This design comes from an exercise in tuning for small area, a short achievable clock period and few clock cycles per item on the open sky130 flow, not from production work. No run shown here included a check of the RTL's function; only the layout flow was run. Power is estimated from default activity; no workload was simulated.

## flow/design.v (module list and top-level ports; edited modules follow where they fit)
// module mul: 1955 lines
// module csa_fa: 4 lines
// module csa_ha: 4 lines
// module qreg: 3 lines
// module nonzero64: 3 lines
// module nonzero32: 3 lines
// module ysyx_mulunit: 21 lines
module ysyx_mulunit (
    input          clk,
    input          rst_n,
    input          mul_valid,
    input  [63:0]  alu_src1,
    input  [63:0]  alu_src2,
    input  [3:0]   mul_expand_signed,
    output [129:0] mul_res,
    output         sh_fnsh_flag
);
  // ...
==> flow/flow/run.sh <==
#!/bin/bash
# Layout flow: the standard layout (standard.sh, which also runs the
# standard synthesis) with these settings changed:
#  - the port buffers start as buf_2 instead of the buffer the resizer picks;
#  - sizing may swap a cell for one of another footprint;
#  - clock tree synthesis inserts no dummy loads.
# make's output goes to make.log; each step's tool output is in orfs/logs/.
set -euo pipefail
bash standard.sh MATCH_CELL_FOOTPRINT=0 \
    "BUFFER_PORTS_ARGS=-buffer_cell sky130_fd_sc_hd__buf_2" \
    "CTS_ARGS=-sink_clustering_enable -repair_clock_nets -dont_use_dummy_load" \
    finish > make.log 2>&1
==> flow/standard.sh <==
#!/bin/bash
# synth_recipe.tcl (not shown) runs the flow's synth.tcl, then flattens the netlist and writes it again
# the make line also repeats each setting of config.mk as NAME=value (left out here)
make -C /OpenROAD-flow-scripts/flow DESIGN_CONFIG=/design/flow/config.mk WORK_HOME=/design/flow/orfs CLKGATE_MAP_FILE= SYNTH_SCRIPT=/design/flow/synth_recipe.tcl "${@:-finish}"
==> flow/config.mk <==
export PLATFORM = sky130hd
export DESIGN_NAME = ysyx_mulunit
export DESIGN_NICKNAME = ysyx_mulunit
export VERILOG_FILES = /design/flow/design.v
export SDC_FILE = /design/flow/constraint.sdc
export NUM_CORES = 8
export LEC_CHECK = 0
export CAP_MARGIN = 20
export CORE_MARGIN = 2
export CORE_UTILIZATION = 50
export SETUP_SLACK_MARGIN = 4.5
export SLEW_MARGIN = 20
export SYNTH_HIERARCHICAL = 1
==> flow/constraint.sdc <==
create_clock -name core_clock -period 8.0 [get_ports {clk}]
set_input_delay 1.6000 -clock core_clock [delete_from_list [all_inputs] [get_ports {clk}]]
set_output_delay 1.6000 -clock core_clock [all_outputs]
set_load 0.01 [all_outputs]
==> impl_metrics.env, run 1 <==
export IMPL_hold_viol_final=0
export IMPL_dieArea_sq_mm=0.0599
export IMPL_path_buf_inv=0
export IMPL_slowest_delay_ps=570
export IMPL_status="no timing/DRC/antenna violations"
export IMPL_slew_violations=0
export IMPL_wl_met1_um=44800
export IMPL_synth_distinct_cells=90
export IMPL_synth_area_per_cell_sq_um=9.10
export IMPL_reg2reg_to="u_mul.P[127]"
export IMPL_ant_nets=0
export IMPL_netlist_area_sq_mm=0.0290
export IMPL_firstDrtPassIters=7
export IMPL_whs_ps=448
export IMPL_grt_pass1_wl_um=165000
export IMPL_drc=0
export IMPL_crit_start="u_mul.P[94]"
export IMPL_synth_ff_type="dfxtp_1"
export IMPL_area_dominant_class="multi-input gates"
export IMPL_viasPerCell=6.45
export IMPL_setup_viol=0
export IMPL_synth_edf_count=0
export IMPL_min_from="u_mul.cnt[1]"
export IMPL_gp_congestion=1.06
export IMPL_cp_start_kind="flip-flop"
export IMPL_synth_top_area_share_pct=22.4
export IMPL_synthSimpleGateAreaFrac_pct=15.7
export IMPL_multi_input_cells=2515
export IMPL_max_vdd_ir_drop_mv=0.159
export IMPL_powerDensity_mw_per_mm2=260
export IMPL_dpl_cell_area_sq_mm=0.0305
export IMPL_synthMuxAreaShare_pct=3.12
export IMPL_reg2reg_depth=10
export IMPL_multi_input_area_sq_mm=0.0216
export IMPL_min_period_ps=3520
export IMPL_synth_compound_area_share_pct=18.3
==> run 2, diff against run 1 <==
--- a/flow/design.v
+++ b/flow/design.v
@@ -5,17 +5,17 @@
     input      [63:0]  alu_src1,
     input      [63:0]  alu_src2,
     input      [3:0]   mul_expand_signed,
     output     [129:0] mul_res,
     output reg         sh_fnsh_flag
 );
 localparam K  = 8;
 localparam NC = 9;
-localparam W  = 76;
+localparam W  = 72;
 localparam QW = 12;
 wire [3:0] md = mul_expand_signed;
 wire e0  = (md == 4'd0);
 wire e1  = (md == 4'd1);
 wire e2  = (md == 4'd2);
 wire e3  = (md == 4'd3);
 wire e12 = e1 | e2;
 wire e123 = e12 | e3;                   
@@ -109,22 +109,17 @@
 wire sb32_3_5 = sb32_1_5 | sb32_2_3;
 wire sb32_3_6 = sb32_2_6 | sb32_2_3;
 wire sb32_3_7 = sb32_2_7 | sb32_2_3;
 wire sb32_4_8 = cb32_0 | sb32_3_7;
 wire [NC-1:0] tb32 = {cb32_8, sb32_1_1, sb32_2_2, sb32_2_3, sb32_3_4, sb32_3_5, sb32_3_6, sb32_3_7, sb32_4_8};
 wire sw64 = |(tb64 & ~ta64);
 wire sw32 = |(tb32 & ~ta32);
 wire swap = e0 ? sw64 : e123 & sw32;
-wire nza64, nzb64, nza32, nzb32;
-nonzero64 nz_a64 (.x(alu_src1), .y(nza64));
-nonzero64 nz_b64 (.x(alu_src2), .y(nzb64));
-nonzero32 nz_a32 (.x(alu_src1[31:0]), .y(nza32));
-nonzero32 nz_b32 (.x(alu_src2[31:0]), .y(nzb32));
-wire nz = e0 ? nza64 & nzb64 : e123 & nza32 & nzb32;
+wire nz = e0 ? ta64[0] & tb64[0] : e123 & ta32[0] & tb32[0];
 wire [NC-1:0] ha = e0 ? ta64 & ~(ta64 >> 1) : e123 ? ta32 & ~(ta32 >> 1) : {NC{1'b0}};
 wire [NC-1:0] hb = e0 ? tb64 & ~(tb64 >> 1) : e123 ? tb32 & ~(tb32 >> 1) : {NC{1'b0}};
 function [K:0] chunk;
     input [63:0] x;
     input integer g;
     integer j;
     begin
         for (j = 0; j <= K; j = j + 1)
@@ -147,16 +142,17 @@
 reg              res;       
 reg  [NC-1:0]    cnt;       
 reg  [NC-1:0]    hra, hrb;  
 reg              swp;
 reg  [127:0]     P;         
 reg  [W-1:0]     C;         
 reg              dlp, dlm;  
 reg  [63:0]      M;
+reg  [QW-1:0]    q;
 reg              f0, f1, f3, fa;
 wire [63:0] mask = {{32{f0}}, {32{fa}}};
 wire [63:0] am = alu_src1 & mask;
 wire [63:0] bm = alu_src2 & mask;
 wire idle = ~prep & ~busy & ~res & ~sh_fnsh_flag;
 wire last = ~cnt[1];
 integer i;
 wire [NC-1:0] hm  = swp ? hra : hrb;    
@@ -172,35 +168,36 @@
     qna = {(K+1){1'b0}};
     qnb = {(K+1){1'b0}};
     for (i = 0; i < NC; i = i + 1) begin
         qna = qna | (chunk(am, i) & {(K+1){nxt[i]}});
         qnb = qnb | (chunk(bm, i) & {(K+1){nxt[i]}});
     end
 end
 wire [QW-1:0] qn = booth(swp ? qna : qnb);
-wire [QW-1:0] ql, qh;
-qreg q_lo (.clk(clk), .d(qn), .q(ql));
-qreg q_hi (.clk(clk), .d(qn), .q(qh));
 wire [W-K-1:0] A = P[W-K-1:0];
 wire [W-K-1:0] B = C[W-K-1:0];
 wire [64:0] M1 = {1'b0, M};
 wire [64:0] M2 = {M, 1'b0};
-wire [64:0] r0 = {((M1[64:33] & {32{qh[1]}}) | (M2[64:33] & {32{qh[2]}})) ^ {32{qh[0]}},
-                   ((M1[32:0] & {33{ql[1]}}) | (M2[32:0] & {33{ql[2]}})) ^ {33{ql[0]}}};
-wire neg0 = ql[0];
-wire [64:0] r1 = {((M1[64:33] & {32{qh[4]}}) | (M2[64:33] & {32{qh[5]}})) ^ {32{qh[3]}},
-                   ((M1[32:0] & {33{ql[4]}}) | (M2[32:0] & {33{ql[5]}})) ^ {33{ql[3]}}};
-wire neg1 = ql[3];
-wire [64:0] r2 = {((M1[64:33] & {32{qh[7]}}) | (M2[64:33] & {32{qh[8]}})) ^ {32{qh[6]}},
-                   ((M1[32:0] & {33{ql[7]}}) | (M2[32:0] & {33{ql[8]}})) ^ {33{ql[6]}}};
-wire neg2 = ql[6];
-wire [64:0] r3 = {((M1[64:33] & {32{qh[10]}}) | (M2[64:33] & {32{qh[11]}})) ^ {32{qh[9]}},
-                   ((M1[32:0] & {33{ql[10]}}) | (M2[32:0] & {33{ql[11]}})) ^ {33{ql[9]}}};
-wire neg3 = ql[9];
+wire neg0 = q[0];
+wire one0 = q[1];
+wire two0 = q[2];
+wire [64:0] r0 = ((M1 & {65{one0}}) | (M2 & {65{two0}})) ^ {65{neg0}};
+wire neg1 = q[3];
+wire one1 = q[4];
+wire two1 = q[5];
+wire [64:0] r1 = ((M1 & {65{one1}}) | (M2 & {65{two1}})) ^ {65{neg1}};
+wire neg2 = q[6];
+wire one2 = q[7];
+wire two2 = q[8];
+wire [64:0] r2 = ((M1 & {65{one2}}) | (M2 & {65{two2}})) ^ {65{neg2}};
+wire neg3 = q[9];
+wire one3 = q[10];
+wire two3 = q[11];
+wire [64:0] r3 = ((M1 & {65{one3}}) | (M2 & {65{two3}})) ^ {65{neg3}};
 wire t1, t2;
 csa_ha t1_i (.a(r0[6]), .b(r1[4]), .s(t1), .co(t2));
 wire t3, t4;
 csa_ha t3_i (.a(r0[7]), .b(r1[5]), .s(t3), .co(t4));
 wire t5, t6;
 csa_fa t5_i (.a(A[0]), .b(B[0]), .c(r0[8]), .s(t5), .co(t6));
 wire t7, t8;
 csa_ha t7_i (.a(r1[6]), .b(r2[4]), .s(t7), .co(t8));
@@ -580,174 +577,158 @@
 csa_fa t381_i (.a(t245), .b(t247), .c(t242), .s(t381), .co(t382));
 wire t383, t384;
 csa_fa t383_i (.a(~neg2), .b(t249), .c(t246), .s(t383), .co(t384));
 wire t385 = r3[64] ^ 1'b1 ^ t251;
 wire t386 = (r3[64] & 1'b1) | (r3[64] & t251) | (1'b1 & t251);
 wire t387, t388;
 csa_fa t387_i (.a(A[63]), .b(B[63]), .c(~neg3), .s(t387), .co(t388));
 wire t389, t390;
-csa_ha t389_i (.a(A[64]), .b(B[64]), .s(t389), .co(t390));
+csa_ha t389_i (.a(r0[2]), .b(r1[0]), .s(t389), .co(t390));
 wire t391, t392;
-csa_ha t391_i (.a(A[65]), .b(B[65]), .s(t391), .co(t392));
+csa_ha t391_i (.a(r0[3]), .b(r1[1]), .s(t391), .co(t392));
 wire t393, t394;
-csa_ha t393_i (.a(A[66]), .b(B[66]), .s(t393), .co(t394));
+csa_fa t393_i (.a(r2[0]), .b(neg2), .c(t253), .s(t393), .co(t394));
 wire t395, t396;
-csa_ha t395_i (.a(A[67]), .b(B[67]), .s(t395), .co(t396));
+csa_fa t395_i (.a(r2[1]), .b(t255), .c(t254), .s(t395), .co(t396));
 wire t397, t398;
-csa_ha t397_i (.a(r0[2]), .b(r1[0]), .s(t397), .co(t398));
+csa_fa t397_i (.a(t1), .b(t257), .c(t256), .s(t397), .co(t398));
 wire t399, t400;
-csa_ha t399_i (.a(r0[3]), .b(r1[1]), .s(t399), .co(t400));
+csa_fa t399_i (.a(t2), .b(t259), .c(t258), .s(t399), .co(t400));
 wire t401, t402;
-csa_fa t401_i (.a(r2[0]), .b(neg2), .c(t253), .s(t401), .co(t402));
+csa_fa t401_i (.a(t4), .b(t261), .c(t260), .s(t401), .co(t402));
 wire t403, t404;
-csa_fa t403_i (.a(r2[1]), .b(t255), .c(t254), .s(t403), .co(t404));
+csa_fa t403_i (.a(t8), .b(t263), .c(t262), .s(t403), .co(t404));
 wire t405, t406;
-csa_fa t405_i (.a(t1), .b(t257), .c(t256), .s(t405), .co(t406));
+csa_fa t405_i (.a(t12), .b(t265), .c(t264), .s(t405), .co(t406));
 wire t407, t408;
-csa_fa t407_i (.a(t2), .b(t259), .c(t258), .s(t407), .co(t408));
+csa_fa t407_i (.a(t16), .b(t267), .c(t266), .s(t407), .co(t408));
 wire t409, t410;
-csa_fa t409_i (.a(t4), .b(t261), .c(t260), .s(t409), .co(t410));
+csa_fa t409_i (.a(t20), .b(t269), .c(t268), .s(t409), .co(t410));
 wire t411, t412;
-csa_fa t411_i (.a(t8), .b(t263), .c(t262), .s(t411), .co(t412));
+csa_fa t411_i (.a(t24), .b(t271), .c(t270), .s(t411), .co(t412));
 wire t413, t414;
-csa_fa t413_i (.a(t12), .b(t265), .c(t264), .s(t413), .co(t414));
+csa_fa t413_i (.a(t28), .b(t273), .c(t272), .s(t413), .co(t414));
 wire t415, t416;
-csa_fa t415_i (.a(t16), .b(t267), .c(t266), .s(t415), .co(t416));
+csa_fa t415_i (.a(t32), .b(t275), .c(t274), .s(t415), .co(t416));
 wire t417, t418;
-csa_fa t417_i (.a(t20), .b(t269), .c(t268), .s(t417), .co(t418));
+csa_fa t417_i (.a(t36), .b(t277), .c(t276), .s(t417), .co(t418));
 wire t419, t420;
-csa_fa t419_i (.a(t24), .b(t271), .c(t270), .s(t419), .co(t420));
+csa_fa t419_i (.a(t40), .b(t279), .c(t278), .s(t419), .co(t420));
 wire t421, t422;
-csa_fa t421_i (.a(t28), .b(t273), .c(t272), .s(t421), .co(t422));
+csa_fa t421_i (.a(t44), .b(t281), .c(t280), .s(t421), .co(t422));
 wire t423, t424;
-csa_fa t423_i (.a(t32), .b(t275), .c(t274), .s(t423), .co(t424));
+csa_fa t423_i (.a(t48), .b(t283), .c(t282), .s(t423), .co(t424));
 wire t425, t426;
-csa_fa t425_i (.a(t36), .b(t277), .c(t276), .s(t425), .co(t426));
+csa_fa t425_i (.a(t52), .b(t285), .c(t284), .s(t425), .co(t426));
 wire t427, t428;
-csa_fa t427_i (.a(t40), .b(t279), .c(t278), .s(t427), .co(t428));
+csa_fa t427_i (.a(t56), .b(t287), .c(t286), .s(t427), .co(t428));
 wire t429, t430;
-csa_fa t429_i (.a(t44), .b(t281), .c(t280), .s(t429), .co(t430));
+csa_fa t429_i (.a(t60), .b(t289), .c(t288), .s(t429), .co(t430));
 wire t431, t432;
-csa_fa t431_i (.a(t48), .b(t283), .c(t282), .s(t431), .co(t432));
+csa_fa t431_i (.a(t64), .b(t291), .c(t290), .s(t431), .co(t432));
 wire t433, t434;
-csa_fa t433_i (.a(t52), .b(t285), .c(t284), .s(t433), .co(t434));
+csa_fa t433_i (.a(t68), .b(t293), .c(t292), .s(t433), .co(t434));
 wire t435, t436;
-csa_fa t435_i (.a(t56), .b(t287), .c(t286), .s(t435), .co(t436));
+csa_fa t435_i (.a(t72), .b(t295), .c(t294), .s(t435), .co(t436));
 wire t437, t438;
-csa_fa t437_i (.a(t60), .b(t289), .c(t288), .s(t437), .co(t438));
+csa_fa t437_i (.a(t76), .b(t297), .c(t296), .s(t437), .co(t438));
 wire t439, t440;
-csa_fa t439_i (.a(t64), .b(t291), .c(t290), .s(t439), .co(t440));
+csa_fa t439_i (.a(t80), .b(t299), .c(t298), .s(t439), .co(t440));
 wire t441, t442;
-csa_fa t441_i (.a(t68), .b(t293), .c(t292), .s(t441), .co(t442));
+csa_fa t441_i (.a(t84), .b(t301), .c(t300), .s(t441), .co(t442));
 wire t443, t444;
-csa_fa t443_i (.a(t72), .b(t295), .c(t294), .s(t443), .co(t444));
+csa_fa t443_i (.a(t88), .b(t303), .c(t302), .s(t443), .co(t444));
 wire t445, t446;
-csa_fa t445_i (.a(t76), .b(t297), .c(t296), .s(t445), .co(t446));
+csa_fa t445_i (.a(t92), .b(t305), .c(t304), .s(t445), .co(t446));
 wire t447, t448;
-csa_fa t447_i (.a(t80), .b(t299), .c(t298), .s(t447), .co(t448));
+csa_fa t447_i (.a(t96), .b(t307), .c(t306), .s(t447), .co(t448));
 wire t449, t450;
-csa_fa t449_i (.a(t84), .b(t301), .c(t300), .s(t449), .co(t450));
+csa_fa t449_i (.a(t100), .b(t309), .c(t308), .s(t449), .co(t450));
 wire t451, t452;
-csa_fa t451_i (.a(t88), .b(t303), .c(t302), .s(t451), .co(t452));
+csa_fa t451_i (.a(t104), .b(t311), .c(t310), .s(t451), .co(t452));
 wire t453, t454;
-csa_fa t453_i (.a(t92), .b(t305), .c(t304), .s(t453), .co(t454));
+csa_fa t453_i (.a(t108), .b(t313), .c(t312), .s(t453), .co(t454));
 wire t455, t456;
-csa_fa t455_i (.a(t96), .b(t307), .c(t306), .s(t455), .co(t456));
+csa_fa t455_i (.a(t112), .b(t315), .c(t314), .s(t455), .co(t456));
 wire t457, t458;
-csa_fa t457_i (.a(t100), .b(t309), .c(t308), .s(t457), .co(t458));
+csa_fa t457_i (.a(t116), .b(t317), .c(t316), .s(t457), .co(t458));
 wire t459, t460;
-csa_fa t459_i (.a(t104), .b(t311), .c(t310), .s(t459), .co(t460));
+csa_fa t459_i (.a(t120), .b(t319), .c(t318), .s(t459), .co(t460));
 wire t461, t462;
-csa_fa t461_i (.a(t108), .b(t313), .c(t312), .s(t461), .co(t462));
+csa_fa t461_i (.a(t124), .b(t321), .c(t320), .s(t461), .co(t462));
 wire t463, t464;
-csa_fa t463_i (.a(t112), .b(t315), .c(t314), .s(t463), .co(t464));
+csa_fa t463_i (.a(t128), .b(t323), .c(t322), .s(t463), .co(t464));
 wire t465, t466;
-csa_fa t465_i (.a(t116), .b(t317), .c(t316), .s(t465), .co(t466));
+csa_fa t465_i (.a(t132), .b(t325), .c(t324), .s(t465), .co(t466));
 wire t467, t468;
-csa_fa t467_i (.a(t120), .b(t319), .c(t318), .s(t467), .co(t468));
+csa_fa t467_i (.a(t136), .b(t327), .c(t326), .s(t467), .co(t468));
 wire t469, t470;
-csa_fa t469_i (.a(t124), .b(t321), .c(t320), .s(t469), .co(t470));
+csa_fa t469_i (.a(t140), .b(t329), .c(t328), .s(t469), .co(t470));
 wire t471, t472;
-csa_fa t471_i (.a(t128), .b(t323), .c(t322), .s(t471), .co(t472));
+csa_fa t471_i (.a(t144), .b(t331), .c(t330), .s(t471), .co(t472));
 wire t473, t474;
-csa_fa t473_i (.a(t132), .b(t325), .c(t324), .s(t473), .co(t474));
+csa_fa t473_i (.a(t148), .b(t333), .c(t332), .s(t473), .co(t474));
 wire t475, t476;
-csa_fa t475_i (.a(t136), .b(t327), .c(t326), .s(t475), .co(t476));
+csa_fa t475_i (.a(t152), .b(t335), .c(t334), .s(t475), .co(t476));
 wire t477, t478;
-csa_fa t477_i (.a(t140), .b(t329), .c(t328), .s(t477), .co(t478));
+csa_fa t477_i (.a(t156), .b(t337), .c(t336), .s(t477), .co(t478));
 wire t479, t480;
-csa_fa t479_i (.a(t144), .b(t331), .c(t330), .s(t479), .co(t480));
+csa_fa t479_i (.a(t160), .b(t339), .c(t338), .s(t479), .co(t480));
 wire t481, t482;
-csa_fa t481_i (.a(t148), .b(t333), .c(t332), .s(t481), .co(t482));
+csa_fa t481_i (.a(t164), .b(t341), .c(t340), .s(t481), .co(t482));
 wire t483, t484;
-csa_fa t483_i (.a(t152), .b(t335), .c(t334), .s(t483), .co(t484));
+csa_fa t483_i (.a(t168), .b(t343), .c(t342), .s(t483), .co(t484));
 wire t485, t486;
-csa_fa t485_i (.a(t156), .b(t337), .c(t336), .s(t485), .co(t486));
+csa_fa t485_i (.a(t172), .b(t345), .c(t344), .s(t485), .co(t486));
 wire t487, t488;
-csa_fa t487_i (.a(t160), .b(t339), .c(t338), .s(t487), .co(t488));
+csa_fa t487_i (.a(t176), .b(t347), .c(t346), .s(t487), .co(t488));
 wire t489, t490;
-csa_fa t489_i (.a(t164), .b(t341), .c(t340), .s(t489), .co(t490));
+csa_fa t489_i (.a(t180), .b(t349), .c(t348), .s(t489), .co(t490));
 wire t491, t492;
-csa_fa t491_i (.a(t168), .b(t343), .c(t342), .s(t491), .co(t492));
+csa_fa t491_i (.a(t184), .b(t351), .c(t350), .s(t491), .co(t492));
 wire t493, t494;
-csa_fa t493_i (.a(t172), .b(t345), .c(t344), .s(t493), .co(t494));
+csa_fa t493_i (.a(t188), .b(t353), .c(t352), .s(t493), .co(t494));
 wire t495, t496;
-csa_fa t495_i (.a(t176), .b(t347), .c(t346), .s(t495), .co(t496));
+csa_fa t495_i (.a(t192), .b(t355), .c(t354), .s(t495), .co(t496));
 wire t497, t498;
-csa_fa t497_i (.a(t180), .b(t349), .c(t348), .s(t497), .co(t498));
+csa_fa t497_i (.a(t196), .b(t357), .c(t356), .s(t497), .co(t498));
 wire t499, t500;
-csa_fa t499_i (.a(t184), .b(t351), .c(t350), .s(t499), .co(t500));
+csa_fa t499_i (.a(t200), .b(t359), .c(t358), .s(t499), .co(t500));
 wire t501, t502;
-csa_fa t501_i (.a(t188), .b(t353), .c(t352), .s(t501), .co(t502));
+csa_fa t501_i (.a(t204), .b(t361), .c(t360), .s(t501), .co(t502));
 wire t503, t504;
-csa_fa t503_i (.a(t192), .b(t355), .c(t354), .s(t503), .co(t504));
+csa_fa t503_i (.a(t208), .b(t363), .c(t362), .s(t503), .co(t504));
 wire t505, t506;
-csa_fa t505_i (.a(t196), .b(t357), .c(t356), .s(t505), .co(t506));
+csa_fa t505_i (.a(t212), .b(t365), .c(t364), .s(t505), .co(t506));
 wire t507, t508;
-csa_fa t507_i (.a(t200), .b(t359), .c(t358), .s(t507), .co(t508));
+csa_fa t507_i (.a(t216), .b(t367), .c(t366), .s(t507), .co(t508));
 wire t509, t510;
-csa_fa t509_i (.a(t204), .b(t361), .c(t360), .s(t509), .co(t510));
+csa_fa t509_i (.a(t220), .b(t369), .c(t368), .s(t509), .co(t510));
 wire t511, t512;
-csa_fa t511_i (.a(t208), .b(t363), .c(t362), .s(t511), .co(t512));
+csa_fa t511_i (.a(t224), .b(t371), .c(t370), .s(t511), .co(t512));
 wire t513, t514;
-csa_fa t513_i (.a(t212), .b(t365), .c(t364), .s(t513), .co(t514));
+csa_fa t513_i (.a(t228), .b(t373), .c(t372), .s(t513), .co(t514));
 wire t515, t516;
-csa_fa t515_i (.a(t216), .b(t367), .c(t366), .s(t515), .co(t516));
+csa_fa t515_i (.a(t232), .b(t375), .c(t374), .s(t515), .co(t516));
 wire t517, t518;
-csa_fa t517_i (.a(t220), .b(t369), .c(t368), .s(t517), .co(t518));
+csa_fa t517_i (.a(t236), .b(t377), .c(t376), .s(t517), .co(t518));
 wire t519, t520;
-csa_fa t519_i (.a(t224), .b(t371), .c(t370), .s(t519), .co(t520));
+csa_fa t519_i (.a(t240), .b(t379), .c(t378), .s(t519), .co(t520));
 wire t521, t522;
-csa_fa t521_i (.a(t228), .b(t373), .c(t372), .s(t521), .co(t522));
+csa_fa t521_i (.a(t244), .b(t381), .c(t380), .s(t521), .co(t522));
 wire t523, t524;
-csa_fa t523_i (.a(t232), .b(t375), .c(t374), .s(t523), .co(t524));
+csa_fa t523_i (.a(t248), .b(t383), .c(t382), .s(t523), .co(t524));
 wire t525, t526;
-csa_fa t525_i (.a(t236), .b(t377), .c(t376), .s(t525), .co(t526));
+csa_fa t525_i (.a(t250), .b(t385), .c(t384), .s(t525), .co(t526));
 wire t527, t528;
-csa_fa t527_i (.a(t240), .b(t379), .c(t378), .s(t527), .co(t528));
-wire t529, t530;
-csa_fa t529_i (.a(t244), .b(t381), .c(t380), .s(t529), .co(t530));
-wire t531, t532;
-csa_fa t531_i (.a(t248), .b(t383), .c(t382), .s(t531), .co(t532));
-wire t533, t534;
-csa_fa t533_i (.a(t250), .b(t385), .c(t384), .s(t533), .co(t534));
-wire t535, t536;
-csa_fa t535_i (.a(t252), .b(t387), .c(t386), .s(t535), .co(t536));
-wire t537 = 1'b1 ^ t389 ^ t388;
-wire t538 = (1'b1 & t389) | (1'b1 & t388) | (t389 & t388);
-wire t539 = 1'b1 ^ t391 ^ t390;
-wire t540 = (1'b1 & t391) | (1'b1 & t390) | (t391 & t390);
-wire t541 = 1'b1 ^ t393 ^ t392;
-wire t542 = (1'b1 & t393) | (1'b1 & t392) | (t393 & t392);
-wire t543 = 1'b1 ^ t395 ^ t394;
-wire t544 = (1'b1 & t395) | (1'b1 & t394) | (t395 & t394);
-wire [W-1:0] ns = {t543, t541, t539, t537, t535, t533, t531, t529, t527, t525, t523, t521, t519, t517, t515, t513, t511, t509, t507, t505, t503, t501, t499, t497, t495, t493, t491, t489, t487, t485, t483, t481, t479, t477, t475, t473, t471, t469, t467, t465, t463, t461, t459, t457, t455, t453, t451, t449, t447, t445, t443, t441, t439, t437, t435, t433, t431, t429, t427, t425, t423, t421, t419, t417, t415, t413, t411, t409, t407, t405, t403, t401, t399, neg1, r0[1], r0[0]};
-wire [W-1:0] nc = {t542, t540, t538, t536, t534, t532, t530, t528, t526, t524, t522, t520, t518, t516, t514, t512, t510, t508, t506, t504, t502, t500, t498, t496, t494, t492, t490, t488, t486, t484, t482, t480, t478, t476, t474, t472, t470, t468, t466, t464, t462, t460, t458, t456, t454, t452, t450, t448, t446, t444, t442, t440, t438, t436, t434, t432, t430, t428, t426, t424, t422, t420, t418, t416, t414, t412, t410, t408, t406, t404, t402, t400, t398, t397, 1'b0, neg0};
-wire [1:0] ncout = {t396, t544};
+csa_fa t527_i (.a(t252), .b(t387), .c(t386), .s(t527), .co(t528));
+wire [W-1:0] ns = {t527, t525, t523, t521, t519, t517, t515, t513, t511, t509, t507, t505, t503, t501, t499, t497, t495, t493, t491, t489, t487, t485, t483, t481, t479, t477, t475, t473, t471, t469, t467, t465, t463, t461, t459, t457, t455, t453, t451, t449, t447, t445, t443, t441, t439, t437, t435, t433, t431, t429, t427, t425, t423, t421, t419, t417, t415, t413, t411, t409, t407, t405, t403, t401, t399, t397, t395, t393, t391, neg1, r0[1], r0[0]};
+wire [W-1:0] nc = {t526, t524, t522, t520, t518, t516, t514, t512, t510, t508, t506, t504, t502, t500, t498, t496, t494, t492, t490, t488, t486, t484, t482, t480, t478, t476, t474, t472, t470, t468, t466, t464, t462, t460, t458, t456, t454, t452, t450, t448, t446, t444, t442, t440, t438, t436, t434, t432, t430, t428, t426, t424, t422, t420, t418, t416, t414, t412, t410, t408, t406, t404, t402, t400, t398, t396, t394, t392, t390, t389, 1'b0, neg0};
+wire [1:0] ncout = {t388, t528};
 wire [K:0]   e    = P[W-1:W-K] + C[W-1:W-K];
 wire [K+1:0] tz0  = {1'b0, e} - 1'b1;
 wire [K+1:0] tz1  = {1'b0, e};
 wire [K+1:0] tz2  = {1'b0, e} + 1'b1;
 wire [1:0]   nco  = {ncout[1] & ncout[0], ncout[1] ^ ncout[0]};
 wire [K+1:0] tz   = nco[1] ? tz2 : nco[0] ? tz1 : tz0;
 wire tdp = ~tz[K+1] & tz[K];            
 wire tdm = tz[K+1];
@@ -769,16 +750,18 @@
 wire u1_1_27 = ub[35] & ub[34];
 wire u1_1_29 = ub[37] & ub[36];
 wire u1_1_31 = ub[39] & ub[38];
 wire u1_1_33 = ub[41] & ub[40];
 wire u1_1_35 = ub[43] & ub[42];
 wire u1_1_37 = ub[45] & ub[44];
 wire u1_1_39 = ub[47] & ub[46];
 wire u1_1_41 = ub[49] & ub[48];
+wire u1_1_43 = ub[51] & ub[50];
+wire u1_1_45 = ub[53] & ub[52];
 wire u1_2_2 = ub[10] & u1_1_1;
 wire u1_2_3 = u1_1_3 & u1_1_1;
 wire u1_2_6 = ub[14] & u1_1_5;
 wire u1_2_7 = u1_1_7 & u1_1_5;
 wire u1_2_10 = ub[18] & u1_1_9;
 wire u1_2_11 = u1_1_11 & u1_1_9;
 wire u1_2_14 = ub[22] & u1_1_13;
 wire u1_2_15 = u1_1_15 & u1_1_13;
@@ -790,16 +773,18 @@
 wire u1_2_27 = u1_1_27 & u1_1_25;
 wire u1_2_30 = ub[38] & u1_1_29;
 wire u1_2_31 = u1_1_31 & u1_1_29;
 wire u1_2_34 = ub[42] & u1_1_33;
 wire u1_2_35 = u1_1_35 & u1_1_33;
 wire u1_2_38 = ub[46] & u1_1_37;
 wire u1_2_39 = u1_1_39 & u1_1_37;
 wire u1_2_42 = ub[50] & u1_1_41;
+wire u1_2_43 = u1_1_43 & u1_1_41;
+wire u1_2_46 = ub[54] & u1_1_45;
 wire u1_3_4 = ub[12] & u1_2_3;
 wire u1_3_5 = u1_1_5 & u1_2_3;
 wire u1_3_6 = u1_2_6 & u1_2_3;
 wire u1_3_7 = u1_2_7 & u1_2_3;
 wire u1_3_12 = ub[20] & u1_2_11;
 wire u1_3_13 = u1_1_13 & u1_2_11;
 wire u1_3_14 = u1_2_14 & u1_2_11;
 wire u1_3_15 = u1_2_15 & u1_2_11;
@@ -810,16 +795,19 @@
 wire u1_3_28 = ub[36] & u1_2_27;
 wire u1_3_29 = u1_1_29 & u1_2_27;
 wire u1_3_30 = u1_2_30 & u1_2_27;
 wire u1_3_31 = u1_2_31 & u1_2_27;
 wire u1_3_36 = ub[44] & u1_2_35;
 wire u1_3_37 = u1_1_37 & u1_2_35;
 wire u1_3_38 = u1_2_38 & u1_2_35;
 wire u1_3_39 = u1_2_39 & u1_2_35;
+wire u1_3_44 = ub[52] & u1_2_43;
+wire u1_3_45 = u1_1_45 & u1_2_43;
+wire u1_3_46 = u1_2_46 & u1_2_43;
 wire u1_4_8 = ub[16] & u1_3_7;
 wire u1_4_9 = u1_1_9 & u1_3_7;
 wire u1_4_10 = u1_2_10 & u1_3_7;
 wire u1_4_11 = u1_2_11 & u1_3_7;
 wire u1_4_12 = u1_3_12 & u1_3_7;
 wire u1_4_13 = u1_3_13 & u1_3_7;
 wire u1_4_14 = u1_3_14 & u1_3_7;
 wire u1_4_15 = u1_3_15 & u1_3_7;
@@ -829,16 +817,20 @@
 wire u1_4_27 = u1_2_27 & u1_3_23;
 wire u1_4_28 = u1_3_28 & u1_3_23;
 wire u1_4_29 = u1_3_29 & u1_3_23;
 wire u1_4_30 = u1_3_30 & u1_3_23;
 wire u1_4_31 = u1_3_31 & u1_3_23;
 wire u1_4_40 = ub[48] & u1_3_39;
 wire u1_4_41 = u1_1_41 & u1_3_39;
 wire u1_4_42 = u1_2_42 & u1_3_39;
+wire u1_4_43 = u1_2_43 & u1_3_39;
+wire u1_4_44 = u1_3_44 & u1_3_39;
+wire u1_4_45 = u1_3_45 & u1_3_39;
+wire u1_4_46 = u1_3_46 & u1_3_39;
 wire u1_5_16 = ub[24] & u1_4_15;
 wire u1_5_17 = u1_1_17 & u1_4_15;
 wire u1_5_18 = u1_2_18 & u1_4_15;
 wire u1_5_19 = u1_2_19 & u1_4_15;
 wire u1_5_20 = u1_3_20 & u1_4_15;
 wire u1_5_21 = u1_3_21 & u1_4_15;
 wire u1_5_22 = u1_3_22 & u1_4_15;
 wire u1_5_23 = u1_3_23 & u1_4_15;
@@ -856,16 +848,20 @@
 wire u1_6_35 = u1_2_35 & u1_5_31;
 wire u1_6_36 = u1_3_36 & u1_5_31;
 wire u1_6_37 = u1_3_37 & u1_5_31;
 wire u1_6_38 = u1_3_38 & u1_5_31;
 wire u1_6_39 = u1_3_39 & u1_5_31;
 wire u1_6_40 = u1_4_40 & u1_5_31;
 wire u1_6_41 = u1_4_41 & u1_5_31;
 wire u1_6_42 = u1_4_42 & u1_5_31;
+wire u1_6_43 = u1_4_43 & u1_5_31;
+wire u1_6_44 = u1_4_44 & u1_5_31;
+wire u1_6_45 = u1_4_45 & u1_5_31;
+wire u1_6_46 = u1_4_46 & u1_5_31;
 wire u0_1_1 = ~ub[9] & ~ub[8];
 wire u0_1_3 = ~ub[11] & ~ub[10];
 wire u0_1_5 = ~ub[13] & ~ub[12];
 wire u0_1_7 = ~ub[15] & ~ub[14];
 wire u0_1_9 = ~ub[17] & ~ub[16];
 wire u0_1_11 = ~ub[19] & ~ub[18];
 wire u0_1_13 = ~ub[21] & ~ub[20];
 wire u0_1_15 = ~ub[23] & ~ub[22];
@@ -877,16 +873,18 @@
 wire u0_1_27 = ~ub[35] & ~ub[34];
 wire u0_1_29 = ~ub[37] & ~ub[36];
 wire u0_1_31 = ~ub[39] & ~ub[38];
 wire u0_1_33 = ~ub[41] & ~ub[40];
 wire u0_1_35 = ~ub[43] & ~ub[42];
 wire u0_1_37 = ~ub[45] & ~ub[44];
 wire u0_1_39 = ~ub[47] & ~ub[46];
 wire u0_1_41 = ~ub[49] & ~ub[48];
+wire u0_1_43 = ~ub[51] & ~ub[50];
+wire u0_1_45 = ~ub[53] & ~ub[52];
 wire u0_2_2 = ~ub[10] & u0_1_1;
 wire u0_2_3 = u0_1_3 & u0_1_1;
 wire u0_2_6 = ~ub[14] & u0_1_5;
 wire u0_2_7 = u0_1_7 & u0_1_5;
 wire u0_2_10 = ~ub[18] & u0_1_9;
 wire u0_2_11 = u0_1_11 & u0_1_9;
 wire u0_2_14 = ~ub[22] & u0_1_13;
 wire u0_2_15 = u0_1_15 & u0_1_13;
@@ -898,16 +896,18 @@
 wire u0_2_27 = u0_1_27 & u0_1_25;
 wire u0_2_30 = ~ub[38] & u0_1_29;
 wire u0_2_31 = u0_1_31 & u0_1_29;
 wire u0_2_34 = ~ub[42] & u0_1_33;
 wire u0_2_35 = u0_1_35 & u0_1_33;
 wire u0_2_38 = ~ub[46] & u0_1_37;
 wire u0_2_39 = u0_1_39 & u0_1_37;
 wire u0_2_42 = ~ub[50] & u0_1_41;
+wire u0_2_43 = u0_1_43 & u0_1_41;
+wire u0_2_46 = ~ub[54] & u0_1_45;
 wire u0_3_4 = ~ub[12] & u0_2_3;
 wire u0_3_5 = u0_1_5 & u0_2_3;
 wire u0_3_6 = u0_2_6 & u0_2_3;
 wire u0_3_7 = u0_2_7 & u0_2_3;
 wire u0_3_12 = ~ub[20] & u0_2_11;
 wire u0_3_13 = u0_1_13 & u0_2_11;
 wire u0_3_14 = u0_2_14 & u0_2_11;
 wire u0_3_15 = u0_2_15 & u0_2_11;
@@ -918,16 +918,19 @@
 wire u0_3_28 = ~ub[36] & u0_2_27;
 wire u0_3_29 = u0_1_29 & u0_2_27;
 wire u0_3_30 = u0_2_30 & u0_2_27;
 wire u0_3_31 = u0_2_31 & u0_2_27;
 wire u0_3_36 = ~ub[44] & u0_2_35;
 wire u0_3_37 = u0_1_37 & u0_2_35;
 wire u0_3_38 = u0_2_38 & u0_2_35;
 wire u0_3_39 = u0_2_39 & u0_2_35;
+wire u0_3_44 = ~ub[52] & u0_2_43;
+wire u0_3_45 = u0_1_45 & u0_2_43;
+wire u0_3_46 = u0_2_46 & u0_2_43;
 wire u0_4_8 = ~ub[16] & u0_3_7;
 wire u0_4_9 = u0_1_9 & u0_3_7;
 wire u0_4_10 = u0_2_10 & u0_3_7;
 wire u0_4_11 = u0_2_11 & u0_3_7;
 wire u0_4_12 = u0_3_12 & u0_3_7;
 wire u0_4_13 = u0_3_13 & u0_3_7;
 wire u0_4_14 = u0_3_14 & u0_3_7;
 wire u0_4_15 = u0_3_15 & u0_3_7;
@@ -937,16 +940,20 @@
 wire u0_4_27 = u0_2_27 & u0_3_23;
 wire u0_4_28 = u0_3_28 & u0_3_23;
 wire u0_4_29 = u0_3_29 & u0_3_23;
 wire u0_4_30 = u0_3_30 & u0_3_23;
 wire u0_4_31 = u0_3_31 & u0_3_23;
 wire u0_4_40 = ~ub[48] & u0_3_39;
 wire u0_4_41 = u0_1_41 & u0_3_39;
 wire u0_4_42 = u0_2_42 & u0_3_39;
+wire u0_4_43 = u0_2_43 & u0_3_39;
+wire u0_4_44 = u0_3_44 & u0_3_39;
+wire u0_4_45 = u0_3_45 & u0_3_39;
+wire u0_4_46 = u0_3_46 & u0_3_39;
 wire u0_5_16 = ~ub[24] & u0_4_15;
 wire u0_5_17 = u0_1_17 & u0_4_15;
 wire u0_5_18 = u0_2_18 & u0_4_15;
 wire u0_5_19 = u0_2_19 & u0_4_15;
 wire u0_5_20 = u0_3_20 & u0_4_15;
 wire u0_5_21 = u0_3_21 & u0_4_15;
 wire u0_5_22 = u0_3_22 & u0_4_15;
 wire u0_5_23 = u0_3_23 & u0_4_15;
@@ -964,16 +971,20 @@
 wire u0_6_35 = u0_2_35 & u0_5_31;
 wire u0_6_36 = u0_3_36 & u0_5_31;
 wire u0_6_37 = u0_3_37 & u0_5_31;
 wire u0_6_38 = u0_3_38 & u0_5_31;
 wire u0_6_39 = u0_3_39 & u0_5_31;
 wire u0_6_40 = u0_4_40 & u0_5_31;
 wire u0_6_41 = u0_4_41 & u0_5_31;
 wire u0_6_42 = u0_4_42 & u0_5_31;
+wire u0_6_43 = u0_4_43 & u0_5_31;
+wire u0_6_44 = u0_4_44 & u0_5_31;
+wire u0_6_45 = u0_4_45 & u0_5_31;
+wire u0_6_46 = u0_4_46 & u0_5_31;
 assign all1[K] = 1'b1;
 assign all0[K] = 1'b1;
 assign all1[9] = ub[8];
 assign all0[9] = ~ub[8];
 assign all1[10] = u1_1_1;
 assign all0[10] = u0_1_1;
 assign all1[11] = u1_2_2;
 assign all0[11] = u0_2_2;
@@ -1052,16 +1063,24 @@
 assign all1[48] = u1_6_39;
 assign all0[48] = u0_6_39;
 assign all1[49] = u1_6_40;
 assign all0[49] = u0_6_40;
 assign all1[50] = u1_6_41;
 assign all0[50] = u0_6_41;
 assign all1[51] = u1_6_42;
 assign all0[51] = u0_6_42;
+assign all1[52] = u1_6_43;
+assign all0[52] = u0_6_43;
+assign all1[53] = u1_6_44;
+assign all0[53] = u0_6_44;
+assign all1[54] = u1_6_45;
+assign all0[54] = u0_6_45;
+assign all1[55] = u1_6_46;
+assign all0[55] = u0_6_46;
 wire [127-W:0] ud = {ub[127-W:K] ^ ((all1 & {(128-W-K){dlp}}) | (all0 & {(128-W-K){dlm}})),
                      ub[K-1:0]};
 wire [127-W:0] ustep = {ud[127-W-K:0], tz[K-1:0]};
 wire [W:0] rsw;
 wire ra_g0_0 = P[0] & C[0];
 wire ra_p0_0 = P[0] ^ C[0];
 wire ra_g0_1 = P[1] & C[1];
 wire ra_p0_1 = P[1] ^ C[1];
@@ -1200,24 +1219,16 @@
 wire ra_g0_68 = P[68] & C[68];
 wire ra_p0_68 = P[68] ^ C[68];
 wire ra_g0_69 = P[69] & C[69];
 wire ra_p0_69 = P[69] ^ C[69];
 wire ra_g0_70 = P[70] & C[70];
 wire ra_p0_70 = P[70] ^ C[70];
 wire ra_g0_71 = P[71] & C[71];
 wire ra_p0_71 = P[71] ^ C[71];
-wire ra_g0_72 = P[72] & C[72];
-wire ra_p0_72 = P[72] ^ C[72];
-wire ra_g0_73 = P[73] & C[73];
-wire ra_p0_73 = P[73] ^ C[73];
-wire ra_g0_74 = P[74] & C[74];
-wire ra_p0_74 = P[74] ^ C[74];
-wire ra_g0_75 = P[75] & C[75];
-wire ra_p0_75 = P[75] ^ C[75];
 wire ra_G1_1 = ra_g0_1 | (ra_p0_1 & ra_g0_0);
 wire ra_P1_1 = ra_p0_1 & ra_p0_0;
 wire ra_G1_3 = ra_g0_3 | (ra_p0_3 & ra_g0_2);
 wire ra_P1_3 = ra_p0_3 & ra_p0_2;
 wire ra_G1_5 = ra_g0_5 | (ra_p0_5 & ra_g0_4);
 wire ra_P1_5 = ra_p0_5 & ra_p0_4;
 wire ra_G1_7 = ra_g0_7 | (ra_p0_7 & ra_g0_6);
 wire ra_P1_7 = ra_p0_7 & ra_p0_6;
@@ -1280,20 +1291,16 @@
 wire ra_G1_65 = ra_g0_65 | (ra_p0_65 & ra_g0_64);
 wire ra_P1_65 = ra_p0_65 & ra_p0_64;
 wire ra_G1_67 = ra_g0_67 | (ra_p0_67 & ra_g0_66);
 wire ra_P1_67 = ra_p0_67 & ra_p0_66;
 wire ra_G1_69 = ra_g0_69 | (ra_p0_69 & ra_g0_68);
 wire ra_P1_69 = ra_p0_69 & ra_p0_68;
 wire ra_G1_71 = ra_g0_71 | (ra_p0_71 & ra_g0_70);
 wire ra_P1_71 = ra_p0_71 & ra_p0_70;
-wire ra_G1_73 = ra_g0_73 | (ra_p0_73 & ra_g0_72);
-wire ra_P1_73 = ra_p0_73 & ra_p0_72;
-wire ra_G1_75 = ra_g0_75 | (ra_p0_75 & ra_g0_74);
-wire ra_P1_75 = ra_p0_75 & ra_p0_74;
 wire ra_G2_2 = ra_g0_2 | (ra_p0_2 & ra_G1_1);
 wire ra_P2_2 = ra_p0_2 & ra_P1_1;
 wire ra_G2_3 = ra_G1_3 | (ra_P1_3 & ra_G1_1);
 wire ra_P2_3 = ra_P1_3 & ra_P1_1;
 wire ra_G2_6 = ra_g0_6 | (ra_p0_6 & ra_G1_5);
 wire ra_P2_6 = ra_p0_6 & ra_P1_5;
 wire ra_G2_7 = ra_G1_7 | (ra_P1_7 & ra_G1_5);
 wire ra_P2_7 = ra_P1_7 & ra_P1_5;
@@ -1356,20 +1363,16 @@
 wire ra_G2_66 = ra_g0_66 | (ra_p0_66 & ra_G1_65);
 wire ra_P2_66 = ra_p0_66 & ra_P1_65;
 wire ra_G2_67 = ra_G1_67 | (ra_P1_67 & ra_G1_65);
 wire ra_P2_67 = ra_P1_67 & ra_P1_65;
 wire ra_G2_70 = ra_g0_70 | (ra_p0_70 & ra_G1_69);
 wire ra_P2_70 = ra_p0_70 & ra_P1_69;
 wire ra_G2_71 = ra_G1_71 | (ra_P1_71 & ra_G1_69);
 wire ra_P2_71 = ra_P1_71 & ra_P1_69;
-wire ra_G2_74 = ra_g0_74 | (ra_p0_74 & ra_G1_73);
-wire ra_P2_74 = ra_p0_74 & ra_P1_73;
-wire ra_G2_75 = ra_G1_75 | (ra_P1_75 & ra_G1_73);
-wire ra_P2_75 = ra_P1_75 & ra_P1_73;
 wire ra_G3_4 = ra_g0_4 | (ra_p0_4 & ra_G2_3);
 wire ra_P3_4 = ra_p0_4 & ra_P2_3;
 wire ra_G3_5 = ra_G1_5 | (ra_P1_5 & ra_G2_3);
 wire ra_P3_5 = ra_P1_5 & ra_P2_3;
 wire ra_G3_6 = ra_G2_6 | (ra_P2_6 & ra_G2_3);
 wire ra_P3_6 = ra_P2_6 & ra_P2_3;
 wire ra_G3_7 = ra_G2_7 | (ra_P2_7 & ra_G2_3);
 wire ra_P3_7 = ra_P2_7 & ra_P2_3;
@@ -1496,24 +1499,16 @@
 wire ra_G4_60 = ra_G3_60 | (ra_P3_60 & ra_G3_55);
 wire ra_P4_60 = ra_P3_60 & ra_P3_55;
 wire ra_G4_61 = ra_G3_61 | (ra_P3_61 & ra_G3_55);
 wire ra_P4_61 = ra_P3_61 & ra_P3_55;
 wire ra_G4_62 = ra_G3_62 | (ra_P3_62 & ra_G3_55);
 wire ra_P4_62 = ra_P3_62 & ra_P3_55;
 wire ra_G4_63 = ra_G3_63 | (ra_P3_63 & ra_G3_55);
 wire ra_P4_63 = ra_P3_63 & ra_P3_55;
-wire ra_G4_72 = ra_g0_72 | (ra_p0_72 & ra_G3_71);
-wire ra_P4_72 = ra_p0_72 & ra_P3_71;
-wire ra_G4_73 = ra_G1_73 | (ra_P1_73 & ra_G3_71);
-wire ra_P4_73 = ra_P1_73 & ra_P3_71;
-wire ra_G4_74 = ra_G2_74 | (ra_P2_74 & ra_G3_71);
-wire ra_P4_74 = ra_P2_74 & ra_P3_71;
-wire ra_G4_75 = ra_G2_75 | (ra_P2_75 & ra_G3_71);
-wire ra_P4_75 = ra_P2_75 & ra_P3_71;
 wire ra_G5_16 = ra_g0_16 | (ra_p0_16 & ra_G4_15);
 wire ra_P5_16 = ra_p0_16 & ra_P4_15;
 wire ra_G5_17 = ra_G1_17 | (ra_P1_17 & ra_G4_15);
 wire ra_P5_17 = ra_P1_17 & ra_P4_15;
 wire ra_G5_18 = ra_G2_18 | (ra_P2_18 & ra_G4_15);
 wire ra_P5_18 = ra_P2_18 & ra_P4_15;
 wire ra_G5_19 = ra_G2_19 | (ra_P2_19 & ra_G4_15);
 wire ra_P5_19 = ra_P2_19 & ra_P4_15;
@@ -1648,24 +1643,16 @@
 wire ra_G7_68 = ra_G3_68 | (ra_P3_68 & ra_G6_63);
 wire ra_P7_68 = ra_P3_68 & ra_P6_63;
 wire ra_G7_69 = ra_G3_69 | (ra_P3_69 & ra_G6_63);
 wire ra_P7_69 = ra_P3_69 & ra_P6_63;
 wire ra_G7_70 = ra_G3_70 | (ra_P3_70 & ra_G6_63);
 wire ra_P7_70 = ra_P3_70 & ra_P6_63;
 wire ra_G7_71 = ra_G3_71 | (ra_P3_71 & ra_G6_63);
 wire ra_P7_71 = ra_P3_71 & ra_P6_63;
-wire ra_G7_72 = ra_G4_72 | (ra_P4_72 & ra_G6_63);
-wire ra_P7_72 = ra_P4_72 & ra_P6_63;
-wire ra_G7_73 = ra_G4_73 | (ra_P4_73 & ra_G6_63);
-wire ra_P7_73 = ra_P4_73 & ra_P6_63;
-wire ra_G7_74 = ra_G4_74 | (ra_P4_74 & ra_G6_63);
-wire ra_P7_74 = ra_P4_74 & ra_P6_63;
-wire ra_G7_75 = ra_G4_75 | (ra_P4_75 & ra_G6_63);
-wire ra_P7_75 = ra_P4_75 & ra_P6_63;
 assign rsw[0] = ra_p0_0;
 assign rsw[1] = ra_p0_1 ^ ra_g0_0;
 assign rsw[2] = ra_p0_2 ^ ra_G1_1;
 assign rsw[3] = ra_p0_3 ^ ra_G2_2;
 assign rsw[4] = ra_p0_4 ^ ra_G2_3;
 assign rsw[5] = ra_p0_5 ^ ra_G3_4;
 assign rsw[6] = ra_p0_6 ^ ra_G3_5;
 assign rsw[7] = ra_p0_7 ^ ra_G3_6;
@@ -1728,21 +1715,17 @@
 assign rsw[64] = ra_p0_64 ^ ra_G6_63;
 assign rsw[65] = ra_p0_65 ^ ra_G7_64;
 assign rsw[66] = ra_p0_66 ^ ra_G7_65;
 assign rsw[67] = ra_p0_67 ^ ra_G7_66;
 assign rsw[68] = ra_p0_68 ^ ra_G7_67;
 assign rsw[69] = ra_p0_69 ^ ra_G7_68;
 assign rsw[70] = ra_p0_70 ^ ra_G7_69;
 assign rsw[71] = ra_p0_71 ^ ra_G7_70;
-assign rsw[72] = ra_p0_72 ^ ra_G7_71;
-assign rsw[73] = ra_p0_73 ^ ra_G7_72;
-assign rsw[74] = ra_p0_74 ^ ra_G7_73;
-assign rsw[75] = ra_p0_75 ^ ra_G7_74;
-assign rsw[76] = ra_G7_75;
+assign rsw[72] = ra_G7_71;
 wire ul_1_1 = ub[1] & ub[0];
 wire ul_1_3 = ub[3] & ub[2];
 wire ul_1_5 = ub[5] & ub[4];
 wire ul_1_7 = ub[7] & ub[6];
 wire ul_2_2 = ub[2] & ul_1_1;
 wire ul_2_3 = ul_1_3 & ul_1_1;
 wire ul_2_6 = ub[6] & ul_1_5;
 wire ul_2_7 = ul_1_7 & ul_1_5;
@@ -1766,16 +1749,18 @@
 wire us_1_27 = ub[36] & ub[35];
 wire us_1_29 = ub[38] & ub[37];
 wire us_1_31 = ub[40] & ub[39];
 wire us_1_33 = ub[42] & ub[41];
 wire us_1_35 = ub[44] & ub[43];
 wire us_1_37 = ub[46] & ub[45];
 wire us_1_39 = ub[48] & ub[47];
 wire us_1_41 = ub[50] & ub[49];
+wire us_1_43 = ub[52] & ub[51];
+wire us_1_45 = ub[54] & ub[53];
 wire us_2_2 = ub[11] & us_1_1;
 wire us_2_3 = us_1_3 & us_1_1;
 wire us_2_6 = ub[15] & us_1_5;
 wire us_2_7 = us_1_7 & us_1_5;
 wire us_2_10 = ub[19] & us_1_9;
 wire us_2_11 = us_1_11 & us_1_9;
 wire us_2_14 = ub[23] & us_1_13;
 wire us_2_15 = us_1_15 & us_1_13;
@@ -1786,16 +1771,18 @@
 wire us_2_26 = ub[35] & us_1_25;
 wire us_2_27 = us_1_27 & us_1_25;
 wire us_2_30 = ub[39] & us_1_29;
 wire us_2_31 = us_1_31 & us_1_29;
 wire us_2_34 = ub[43] & us_1_33;
 wire us_2_35 = us_1_35 & us_1_33;
 wire us_2_38 = ub[47] & us_1_37;
 wire us_2_39 = us_1_39 & us_1_37;
+wire us_2_42 = ub[51] & us_1_41;
+wire us_2_43 = us_1_43 & us_1_41;
 wire us_3_4 = ub[13] & us_2_3;
 wire us_3_5 = us_1_5 & us_2_3;
 wire us_3_6 = us_2_6 & us_2_3;
 wire us_3_7 = us_2_7 & us_2_3;
 wire us_3_12 = ub[21] & us_2_11;
 wire us_3_13 = us_1_13 & us_2_11;
 wire us_3_14 = us_2_14 & us_2_11;
 wire us_3_15 = us_2_15 & us_2_11;
@@ -1806,16 +1793,18 @@
 wire us_3_28 = ub[37] & us_2_27;
 wire us_3_29 = us_1_29 & us_2_27;
 wire us_3_30 = us_2_30 & us_2_27;
 wire us_3_31 = us_2_31 & us_2_27;
 wire us_3_36 = ub[45] & us_2_35;
 wire us_3_37 = us_1_37 & us_2_35;
 wire us_3_38 = us_2_38 & us_2_35;
 wire us_3_39 = us_2_39 & us_2_35;
+wire us_3_44 = ub[53] & us_2_43;
+wire us_3_45 = us_1_45 & us_2_43;
 wire us_4_8 = ub[17] & us_3_7;
 wire us_4_9 = us_1_9 & us_3_7;
 wire us_4_10 = us_2_10 & us_3_7;
 wire us_4_11 = us_2_11 & us_3_7;
 wire us_4_12 = us_3_12 & us_3_7;
 wire us_4_13 = us_3_13 & us_3_7;
 wire us_4_14 = us_3_14 & us_3_7;
 wire us_4_15 = us_3_15 & us_3_7;
@@ -1824,16 +1813,20 @@
 wire us_4_26 = us_2_26 & us_3_23;
 wire us_4_27 = us_2_27 & us_3_23;
 wire us_4_28 = us_3_28 & us_3_23;
 wire us_4_29 = us_3_29 & us_3_23;
 wire us_4_30 = us_3_30 & us_3_23;
 wire us_4_31 = us_3_31 & us_3_23;
 wire us_4_40 = ub[49] & us_3_39;
 wire us_4_41 = us_1_41 & us_3_39;
+wire us_4_42 = us_2_42 & us_3_39;
+wire us_4_43 = us_2_43 & us_3_39;
+wire us_4_44 = us_3_44 & us_3_39;
+wire us_4_45 = us_3_45 & us_3_39;
 wire us_5_16 = ub[25] & us_4_15;
 wire us_5_17 = us_1_17 & us_4_15;
 wire us_5_18 = us_2_18 & us_4_15;
 wire us_5_19 = us_2_19 & us_4_15;
 wire us_5_20 = us_3_20 & us_4_15;
 wire us_5_21 = us_3_21 & us_4_15;
 wire us_5_22 = us_3_22 & us_4_15;
 wire us_5_23 = us_3_23 & us_4_15;
@@ -1850,16 +1843,20 @@
 wire us_6_34 = us_2_34 & us_5_31;
 wire us_6_35 = us_2_35 & us_5_31;
 wire us_6_36 = us_3_36 & us_5_31;
 wire us_6_37 = us_3_37 & us_5_31;
 wire us_6_38 = us_3_38 & us_5_31;
 wire us_6_39 = us_3_39 & us_5_31;
 wire us_6_40 = us_4_40 & us_5_31;
 wire us_6_41 = us_4_41 & us_5_31;
+wire us_6_42 = us_4_42 & us_5_31;
+wire us_6_43 = us_4_43 & us_5_31;
+wire us_6_44 = us_4_44 & us_5_31;
+wire us_6_45 = us_4_45 & us_5_31;
 wire [127-W:0] allud;       
 assign allud[0] = 1'b1;
 assign allud[1] = ub[0];
 assign allud[2] = ul_1_1;
 assign allud[3] = ul_2_2;
 assign allud[4] = ul_2_3;
 assign allud[5] = ul_3_4;
 assign allud[6] = ul_3_5;
@@ -1903,16 +1900,20 @@
 assign allud[44] = ul_3_7 & (dlp ? ~ub[8] & us_6_34 : dlm ? all0[44] : all1[44]);
 assign allud[45] = ul_3_7 & (dlp ? ~ub[8] & us_6_35 : dlm ? all0[45] : all1[45]);
 assign allud[46] = ul_3_7 & (dlp ? ~ub[8] & us_6_36 : dlm ? all0[46] : all1[46]);
 assign allud[47] = ul_3_7 & (dlp ? ~ub[8] & us_6_37 : dlm ? all0[47] : all1[47]);
 assign allud[48] = ul_3_7 & (dlp ? ~ub[8] & us_6_38 : dlm ? all0[48] : all1[48]);
 assign allud[49] = ul_3_7 & (dlp ? ~ub[8] & us_6_39 : dlm ? all0[49] : all1[49]);
 assign allud[50] = ul_3_7 & (dlp ? ~ub[8] & us_6_40 : dlm ? all0[50] : all1[50]);
 assign allud[51] = ul_3_7 & (dlp ? ~ub[8] & us_6_41 : dlm ? all0[51] : all1[51]);
+assign allud[52] = ul_3_7 & (dlp ? ~ub[8] & us_6_42 : dlm ? all0[52] : all1[52]);
+assign allud[53] = ul_3_7 & (dlp ? ~ub[8] & us_6_43 : dlm ? all0[53] : all1[53]);
+assign allud[54] = ul_3_7 & (dlp ? ~ub[8] & us_6_44 : dlm ? all0[54] : all1[54]);
+assign allud[55] = ul_3_7 & (dlp ? ~ub[8] & us_6_45 : dlm ? all0[55] : all1[55]);
 wire [127-W:0] ures = ud ^ (allud & {(128-W){rsw[W]}});
 wire [127:0] rsum = {ures, rsw[W-1:0]};
 wire sx = (f1 & rsum[31]) | (f3 & rsum[15]);
 wire [127:0] rres = {rsum[127:64],
                      f0 ? rsum[63:32] : {32{sx}},
                      f3 ? {16{rsum[15]}} : rsum[31:16],
                      rsum[15:0]};
 always @(posedge clk or negedge rst_n) begin
@@ -1932,16 +1933,17 @@
     swp <= swap;
     hra <= ha;
     hrb <= hb;
     M   <= swp ? bm : am;
     f0  <= e0;
     f1  <= e1;
     f3  <= e3;
     fa  <= e0 | e123;
+    q   <= qn;
     if (busy) begin
         cnt <= cnt >> 1;
         P   <= {ustep, ns};
         C   <= nc;
         dlp <= tdp;
         dlm <= tdm;
     end else begin
         cnt <= tn;
@@ -1956,25 +1958,16 @@
 module csa_fa (input a, input b, input c, output s, output co);
 assign s  = a ^ b ^ c;
 assign co = (a & b) | (a & c) | (b & c);
 endmodule
 module csa_ha (input a, input b, output s, output co);
 assign s  = a ^ b;
 assign co = a & b;
 endmodule
-module qreg (input clk, input [11:0] d, output reg [11:0] q);
-always @(posedge clk) q <= d;
-endmodule
-module nonzero64 (input [63:0] x, output y);
-assign y = |x;
-endmodule
-module nonzero32 (input [31:0] x, output y);
-assign y = |x;
-endmodule
 module ysyx_mulunit (
     input          clk,
     input          rst_n,
     input          mul_valid,
     input  [63:0]  alu_src1,
     input  [63:0]  alu_src2,
     input  [3:0]   mul_expand_signed,
     output [129:0] mul_res,
==> run 2 against run 1 <==
Effect of this change:
- flip-flop and latch count down 16
- non-clock buffer count grew 10
- highest routed layer is now met5
- register-to-register slack got worse by 150 ps
- worst hold slack lost 3.0 ps
- critical path depth up 4
- synthesized cell count down 2.5%
- via count decreased by 0.40%
==> impl_metrics.env, run 2 <==
export IMPL_synth_area_leader_cell="dfxtp_1"
export IMPL_crit_type="flip-flop to flip-flop"
export IMPL_max_vdd_ir_drop_mv=0.251
export IMPL_path_cells="ha_4, nand4_1, nor3_4, o2111ai_4, a2111oi_4, o2111ai_2, a211oi_4, buf_6, buf_8, o21ai_4, buf_4, nor2_2, mux2i_1, o21ai_1"
export IMPL_grt_pass1_vias=25533
export IMPL_final_common_cell="xnor2_1"
export IMPL_synth_seq_area_share_pct=22.3
export IMPL_clkSlewWorstSetupHoldPaths_ps=60
export IMPL_drc=0
export IMPL_cts_root_buf="clkbuf_16"
export IMPL_synthToLayoutAreaGrowth_pct=14.5
export IMPL_powerDensity_mw_per_mm2=267
export IMPL_slew_headroom_pct=35.4
export IMPL_maxCapViolCount=0
export IMPL_slew_violations=0
export IMPL_hold_class="flip-flop to flip-flop"
export IMPL_crit_arrival_ps=4090
export IMPL_hold_viol_final=0
export IMPL_worstPathRequired_ps=8420
export IMPL_synth_top_family_by_area="adder cells"
export IMPL_async_flop_share_pct=1.28
export IMPL_initial_core_util_pct=50.8
export IMPL_die_h_um=241
export IMPL_synth_area_per_cell_sq_um=9.05
export IMPL_pre_cts_slack_ps=3220
export IMPL_seqCellArea_sq_mm=0.00634
export IMPL_wl_per_cell_um=27.7
export IMPL_worstSetupEndpointType="flip-flop"
export IMPL_synth_distinct_cells=86
export IMPL_synthMuxAreaShare_pct=3.06
export IMPL_largest_register="u_mul.P"
export IMPL_tightestPinTransition_ps=960
export IMPL_whs_endpoint="u_mul.res"
export IMPL_wirelength_um=110000
export IMPL_port_buffer_count=263
export IMPL_grt_pass1_wl_um=161000
export IMPL_core_sq_mm=0.0553
export IMPL_viasPerCell=6.57
export IMPL_r2r_slack_ps=4330
export IMPL_cts_hold_buf=0
export IMPL_cts_made_buffers=40
export IMPL_yosysWarningCount=7
export IMPL_p_leak_nw=12.7
export IMPL_netlist_area_sq_mm=0.0281
export IMPL_cp_depth=14
export IMPL_cts_sinks=312
export IMPL_power_total_mw=8.61
export IMPL_ant_nets=0
export IMPL_yosys_top_cells_area="dfxtp_1 (22%), fa_1 (19%), xnor2_1 (11%)"
export IMPL_post_route_util_pct=58.2
export IMPL_dieArea_sq_mm=0.0581
export IMPL_fin_cells=3979
export IMPL_synth_commonest_cells="xnor2_1 (355), dfxtp_1 (308), a22oi_1 (281)"
export IMPL_top_regs="u_mul.P: 128 flops, u_mul.C: 71 flops, u_mul.M: 64 flops"
export IMPL_ys_seq_elements=312
export IMPL_cp_max_fo=6
export IMPL_htree_levels=2
export IMPL_clk_path_buf_depth=3
export IMPL_firstDrtPassIters=8
export IMPL_largest_register_ffs=128
export IMPL_whs_ps=445
export IMPL_die_w_um=241
export IMPL_multi_input_area_sq_mm=0.0213
export IMPL_skew_ps=29.4
export IMPL_status="no timing/DRC/antenna violations"
export IMPL_drtIter0Drc=2933
export IMPL_grt_max_degree=72
export IMPL_synth_edf_count=0
export IMPL_dpl_cell_area_sq_mm=0.0295
export IMPL_ios=266
export IMPL_yosys_area_share_adder_pct=22.9
export IMPL_design_area_sq_mm=0.0322
export IMPL_vias=26141
export IMPL_setup_viol=0
export IMPL_reg2reg_depth=14
export IMPL_slowest_delay_ps=700
export IMPL_grt_use_total_pct=36.9
export IMPL_fillers=5022
export IMPL_hold_path_depth=1
export IMPL_grt_overflow_total=0
export IMPL_cpMaxStageDelayCell="a2111oi_4"
export IMPL_cp_start_kind="flip-flop"
export IMPL_r2r_start="u_mul.C[9]"
export IMPL_synth_xor_area_share_pct=12.8
export IMPL_clk_latency_ps=570
export IMPL_layout_common_cells="xnor2_1 (349), dfxtp_1 (281), a22oi_1 (279)"
export IMPL_cts_tree="yes"
export IMPL_grt_setup_unrepaired="true"
export IMPL_synth_compound_area_share_pct=19.1
export IMPL_synth_ff_type="dfxtp_1"
export IMPL_min_from="u_mul.cnt[1]"
export IMPL_antenna_found_initial=3
export IMPL_synth_top_area_share_pct=21.9
export IMPL_synthSimpleGateAreaFrac_pct=14.8
export IMPL_yosysMostFrequentCell="xnor2_1"
export IMPL_min_period_ps=3670
export IMPL_fin_nets=3724
export IMPL_setup_tns_ps=0
export IMPL_period_share_pct=45.9
export IMPL_reg2reg_to="u_mul.P[87]"
export IMPL_drive_gt1_share_pct=17.8
export IMPL_dp_hpwl_um=77600
export IMPL_path_buf_inv=3
export IMPL_crit_family="compound AO/OA/AOI/OAI gates"
export IMPL_timing_final_ws_setup_ps=4330
export IMPL_synthCells=3106
export IMPL_gp_congestion=1.01
export IMPL_rows=86
export IMPL_fmax_mhz=272
export IMPL_placed_cells=3872
-- run 2: cell count changes after synthesis, moves of 14 or more --
cell,delta
buf_1,+14
a21oi_1,-15
nor4_1,-35
dfxtp_1,-16
clkbuf_1,-14
nand2_1,+24
or4_1,-17
a22o_1,+16
-- run 2: cell families after synthesis --
family	Yosys count
multiplexers	85
XOR/XNOR	411
buffers and inverters	345
AO/OA/AOI/OAI	774
other	1
AND/OR/NAND/NOR	821
flip-flops	312
adder cells (fa/ha/maj)	357
-- run 2: per-module statistics from Yosys, one instance, submodules excluded, a selection --
| module | cell area [sq um] | flops+latches | times used | cells inside |
|---|---|---|---|---|
| csa_ha | 12.5 | 0 | 8 | 1 |
| mul | 22900 | 312 | 1 | 2844 |
| csa_fa | 20.0 | 0 | 254 | 1 |
-- run 2: final cells by class --
class,count,area share (%)
sequential,312,19.7
multi-input combinational,2455,66.2
tap,748,2.91
clock buffer,40,3.11
inverter,72,0.851
timing repair buffer,351,7.18
antenna,1,0.00777
-- run 2: worst max path at each step --
stage,endpoint,slack (ps),startpoint
floorplan,u_mul.P[55],4500,u_mul.q[6]
global placement,u_mul.P[126],3340,u_mul.P[0]
detailed placement,u_mul.P[126],3220,u_mul.P[0]
CTS,u_mul.P[122],4340,u_mul.C[64]
global route,u_mul.P[122],4200,u_mul.P[35]
finish,u_mul.P[87],4330,u_mul.C[9]
-- run 2: layer usage --
layer  vias to the layer above  track usage, %  part of all wire (%)
met5                         -               0                 0.037
met4                         6            15.2                   4.6
met3                       310            6.20                   9.0
met2                      1535            57.6                    45
met1                     13080            50.7                    41
li1                      11210               -                     -
-- run 2: worst register-to-register path: stages, from the launching register on --
cell and delay (ps):
dfxtp_4 350, ha_4 280, nand4_1 240, nor3_4 260, o2111ai_4 210, a2111oi_4 700, o2111ai_2 210, a211oi_4 260
buf_6 160, buf_8 140, o21ai_4 100, buf_4 210, nor2_2 100, mux2i_1 220, o21ai_1 80
-- run 2: where the power goes --
part           switching, mW  total [mW]  internal, mW
clock network          0.689        1.56         0.874
registers              0.424        2.19          1.76
logic                   2.83        4.85          2.02
total                   3.95        8.61          4.66
-- run 2: repair_timing --
action | in CTS | in global routing
setup buffers | 21 | 39
pin swaps | 42 | 54
cloned | 3 | 3
gates resized for setup | 123 | 130
setup endpoints to repair | 150 | 125

static timing again, ports no longer ideal:
The flow's constraints put no driver on any port. The routed layouts listed below were extracted and timed again, unchanged, in two steps.
Step 1 assumes that a clkbuf_16 drives the clock port and a buf_2 every other input.
Step 2, shift: input delay + t, output delay - t, t = (earliest + latest rising clock arrival at the registers) / 2. This alone moves slack from input paths to output paths.
Slacks: no drivers / after step 1 / after step 2; pairs: no drivers / after step 1.
| run | t (ns) | setup slack, ns | worst data-port slew with drivers (ns) |
|---|---|---|---|
| run 1 | 0.605 | 4.480 / 4.480 / 3.921 | 0.06 |
| run 2 | 0.621 | 4.328 / 4.328 / 3.923 | 0.06 |
After both steps every run listed still meets setup and hold. For run 1, which loses most, drivers alone change the setup slack by 0.000 ns; drivers and shift together by -0.559 ns.
